Context: an optimization exercise on an open-source flow, tuned for small area and a short achievable clock period. The choices shown serve that exercise and are no tape-out recipe.
In this exercise RTL edits were held to simulation tests only and were not proved equivalent to the original.
No activity file was given, so power comes from the tool's default toggle rates.

rev 12:
==> flow/design.v (excerpt) <==
module MIPS (clk, rst, pc_rom, inst_rom, ram_size, ram_read, ram_write, ram_data, ram_word, ram_adr);
Size: roughly 5300 cells after synthesis, about 1400 flip-flops, ~65000 µm² of cells after synthesis.
==> flow/config.mk <==
export PLATFORM = sky130hd
export DESIGN_NAME = MIPS
export DESIGN_NICKNAME = MIPS
export VERILOG_FILES = /design/flow/design.v
export SDC_FILE = /design/flow/constraint.sdc
export NUM_CORES = 4
export LEC_CHECK = 0
export CAP_MARGIN = 20
export CORE_MARGIN = 2
export CORE_UTILIZATION = 60
export CTS_CLUSTER_DIAMETER = 80
export CTS_CLUSTER_SIZE = 24
export SLEW_MARGIN = 20
==> flow/constraint.sdc <==
create_clock -name core_clock -period 10.0 [get_ports {clk}]
set_input_delay 2.0000 -clock core_clock [delete_from_list [all_inputs] [get_ports {clk}]]
set_output_delay 2.0000 -clock core_clock [all_outputs]
set_load 0.01 [all_outputs]
standard.sh (not shown) runs the stock make flow with config.mk's settings and CLKGATE_MAP_FILE= SYNTH_SCRIPT=/design/flow/synth_recipe.tcl, a recipe that flattens the netlist after the stock synthesis.
==> flow/flow/run.sh <==
#!/bin/bash
# Layout flow: the standard ORFS flow (standard.sh) with two changes:
# repair_timing aims for 6 ns of setup slack (the clock and constraints are
# unchanged), and the port buffers are buf_4 cells.
set -euo pipefail
bash standard.sh SETUP_SLACK_MARGIN=6 "BUFFER_PORTS_ARGS=-buffer_cell sky130_fd_sc_hd__buf_4" finish > flow.log 2>&1
What rev 13 does differently from rev 12 at the input level:
-- flow/design.v --
<<< rev 12, line 14
  reg [31:2] id_pc;
  reg [31:0] id_selA, id_selB;    
  reg        ex_we, ex_mrd, ex_mwr, ex_ovf;      
  reg [1:0]  ex_msz;
  reg        ex_sub;
  reg        ex_add, ex_and, ex_or, ex_xor, ex_nor, ex_slt, ex_sll, ex_srl, ex_sra, ex_lui;
  reg [31:0] ex_op2x;             
  reg        ex_fb2;
  reg [4:0]  ex_wreg;
  reg        ex_rt_rs, ex_rt_rt, ex_rt_0;   
>>> rev 13, line 14
  reg [31:2] id_pc;
  reg [31:0] id_selA, id_selB;    
  reg        ex_we_r, ex_mrd_r, ex_mwr_r, ex_ovf_r;  
  reg        ex_okill;           
  wire ex_we  = ex_we_r  & ~ex_okill;
  wire ex_mrd = ex_mrd_r & ~ex_okill;
  wire ex_mwr = ex_mwr_r & ~ex_okill;
  wire ex_ovf = ex_ovf_r & ~ex_okill;
  reg [1:0]  ex_msz;
  reg        ex_sub;
  reg        ex_add, ex_and, ex_or, ex_xor, ex_nor, ex_slt, ex_sll, ex_srl, ex_sra, ex_lui;
  reg [31:0] ex_op2x;             
  reg        ex_fb2p, ex_fb2n, ex_fb2d;    
  reg [4:0]  ex_wreg;
  reg        ex_rt_rs, ex_rt_rt, ex_rt_0;   
<<< rev 12, line 94
  wire stall = ex_mrd & (id_nop ? ex_rt_0 : (ex_rt_rs | ex_rt_rt));
  wire over;
  wire kill = stall | over;
  wire eq = rdA == rdB;
  wire br = ((isBEQ & eq) | (isBNE & ~eq) | isJ | isJAL) & ~over;
  wire [31:2] target = (isJ | isJAL) ? {id_pc[31:28], inst[25:0]}
                                     : {id_pc[31:16], id_pc[15:2] + inst[13:0]};
>>> rev 13, line 99
  wire stall = ex_mrd & (id_nop ? ex_rt_0 : (ex_rt_rs | ex_rt_rt));
  wire over;
  wire eq = rdA == rdB;
  wire jmp = isJ | isJAL;
  wire tEQ = ~over & (jmp | isBEQ);    
  wire tNE = ~over & (jmp | isBNE);    
  wire br  = eq ? tEQ : tNE;
  wire [31:2] target = (isJ | isJAL) ? {id_pc[31:28], inst[25:0]}
                                     : {id_pc[31:16], id_pc[15:2] + inst[13:0]};
<<< rev 12, line 114
  always @(posedge clk or posedge rst) begin
    if (rst) begin
      ex_we <= 1'b0; ex_mrd <= 1'b0; ex_mwr <= 1'b0; ex_ovf <= 1'b0;
    end else begin
      ex_we  <= ~kill & (isR | isADDI | isSLTI | isANDI | isORI | isLUI | isLoad | isJAL);
      ex_mrd <= ~kill & isLoad;
      ex_mwr <= ~kill & isStore;
      ex_ovf <= ~kill & isR & (fADD & ~fn[0] | fSUB);
    end
  end
>>> rev 13, line 121
  always @(posedge clk or posedge rst) begin
    if (rst) begin
      ex_we_r <= 1'b0; ex_mrd_r <= 1'b0; ex_mwr_r <= 1'b0; ex_ovf_r <= 1'b0;
      ex_okill <= 1'b0;
    end else begin
      ex_we_r  <= ~stall & (isR | isADDI | isSLTI | isANDI | isORI | isLUI | isLoad | isJAL);
      ex_mrd_r <= ~stall & isLoad;
      ex_mwr_r <= ~stall & isStore;
      ex_ovf_r <= ~stall & isR & (fADD & ~fn[0] | fSUB);
      ex_okill <= over;
    end
  end
<<< rev 12, line 138
    ex_lui    <= isLUI;
    ex_op2x <= (useimm ? {16'b0, isJAL ? 16'b0 : inst[15:0]} : d2) ^ {32{sub}};
    ex_fb2  <= fb_m & ~useimm;
    ex_rt_rs <= rt == inst_rom[25:21];
    ex_rt_rt <= rt == inst_rom[20:16];
>>> rev 13, line 147
    ex_lui    <= isLUI;
    ex_op2x <= (useimm ? {16'b0, isJAL ? 16'b0 : inst[15:0]} : d2) ^ {32{sub}};
    ex_fb2p <= fb_m & ~useimm & ~sub;
    ex_fb2n <= fb_m & ~useimm & sub;
    ex_fb2d <= ~(fb_m & ~useimm);
    ex_rt_rs <= rt == inst_rom[25:21];
    ex_rt_rt <= rt == inst_rom[20:16];
<<< rev 12, line 158
    end else begin
      pc_b   <= stall ? pc : pc + 30'd1;
      br_q   <= ~stall & br;
      nbr_q  <= stall | ~br;
      if (~stall) id_nop <= br;
    end
  end
>>> rev 13, line 169
    end else begin
      pc_b   <= stall ? pc : pc + 30'd1;
      br_q   <= eq ? ~stall & tEQ : ~stall & tNE;
      nbr_q  <= eq ? stall | ~tEQ : stall | ~tNE;
      id_nop <= eq ? (stall ? id_nop : tEQ) : (stall ? id_nop : tNE);
    end
  end
<<< rev 12, line 174
  wire [31:0] op1  = ex_fa_m ? mem_res : ex_d1;
  wire [31:0] op21 = ex_fb_m ? mem_res : ex_d2;
  wire [31:0] op2x = ex_fb2 ? (mem_res ^ {32{ex_sub}}) : ex_op2x;
  wire [31:0] op2  = op2x;           
  wire        op2s = op2x[31] ^ ex_sub;
>>> rev 13, line 185
  wire [31:0] op1  = ex_fa_m ? mem_res : ex_d1;
  wire [31:0] op21 = ex_fb_m ? mem_res : ex_d2;
  wire [31:0] op2x = ({32{ex_fb2p}} & mem_res) | ({32{ex_fb2n}} & ~mem_res) | ({32{ex_fb2d}} & ex_op2x);
  wire [31:0] op2  = op2x;           
  wire        op2s = op2x[31] ^ ex_sub;
==> comparison <==
Layout overhead on the synthesized area in rev 13 is 0.95 points lower than in rev 12
Global-route wire length before repair: rev 12 vs rev 13, no meaningful difference
Rev 13 vs. rev 12: wire length down about 0.43%, final HPWL from detailed placement flat, register-to-register setup slack down 40 ps, worst-margin pin slew up 18 ps.
Wire length on met1: rev 13 vs rev 12 — no meaningful difference
Going from rev 12 to rev 13, final critical-path share of the clock period grows by 0.37 points.
The final area reported for rev 13 is smaller than that of rev 12 by 0.99%.
Final net count sits lower in rev 13 than in rev 12.
Utilization is lower on rev 13
Total power, rev 12 and rev 13: lower on rev 13
Diff rev 12 -> rev 13 | proportion of synthesized chip area in sequential cells | increase of 0.18 points

==> static timing again, ports no longer ideal <==
The flow's constraints put no driver on any port. The routed layouts listed below were extracted and timed again, unchanged, in two steps.
Step 1: set_driving_cell puts a clkbuf_16 on clk and a buf_2 on each other input, an assumption about the parent block.
Step 2 adds t to the input delays and takes it off the output delays; t is the mean of the earliest and latest rising clock arrival at the registers after step 1. Input paths then give back, and output paths get back, about the clock's delay inside the block.
Slacks: no drivers / after step 1 / after step 2; pairs: no drivers / after step 1.
run	t, ns	slack for setup (ns)	hold WS [ns]	pins driven straight from the clock port
rev 12	0.782	5.803 / 5.803 / 5.370	0.343 / 0.343 / 0.343	1
rev 13	0.788	5.765 / 5.765 / 5.485	0.329 / 0.329 / 0.329	1
After both steps every run listed still meets setup and hold. For rev 12, which loses most, drivers alone change the setup slack by 0.000 ns; drivers and shift together by -0.433 ns.
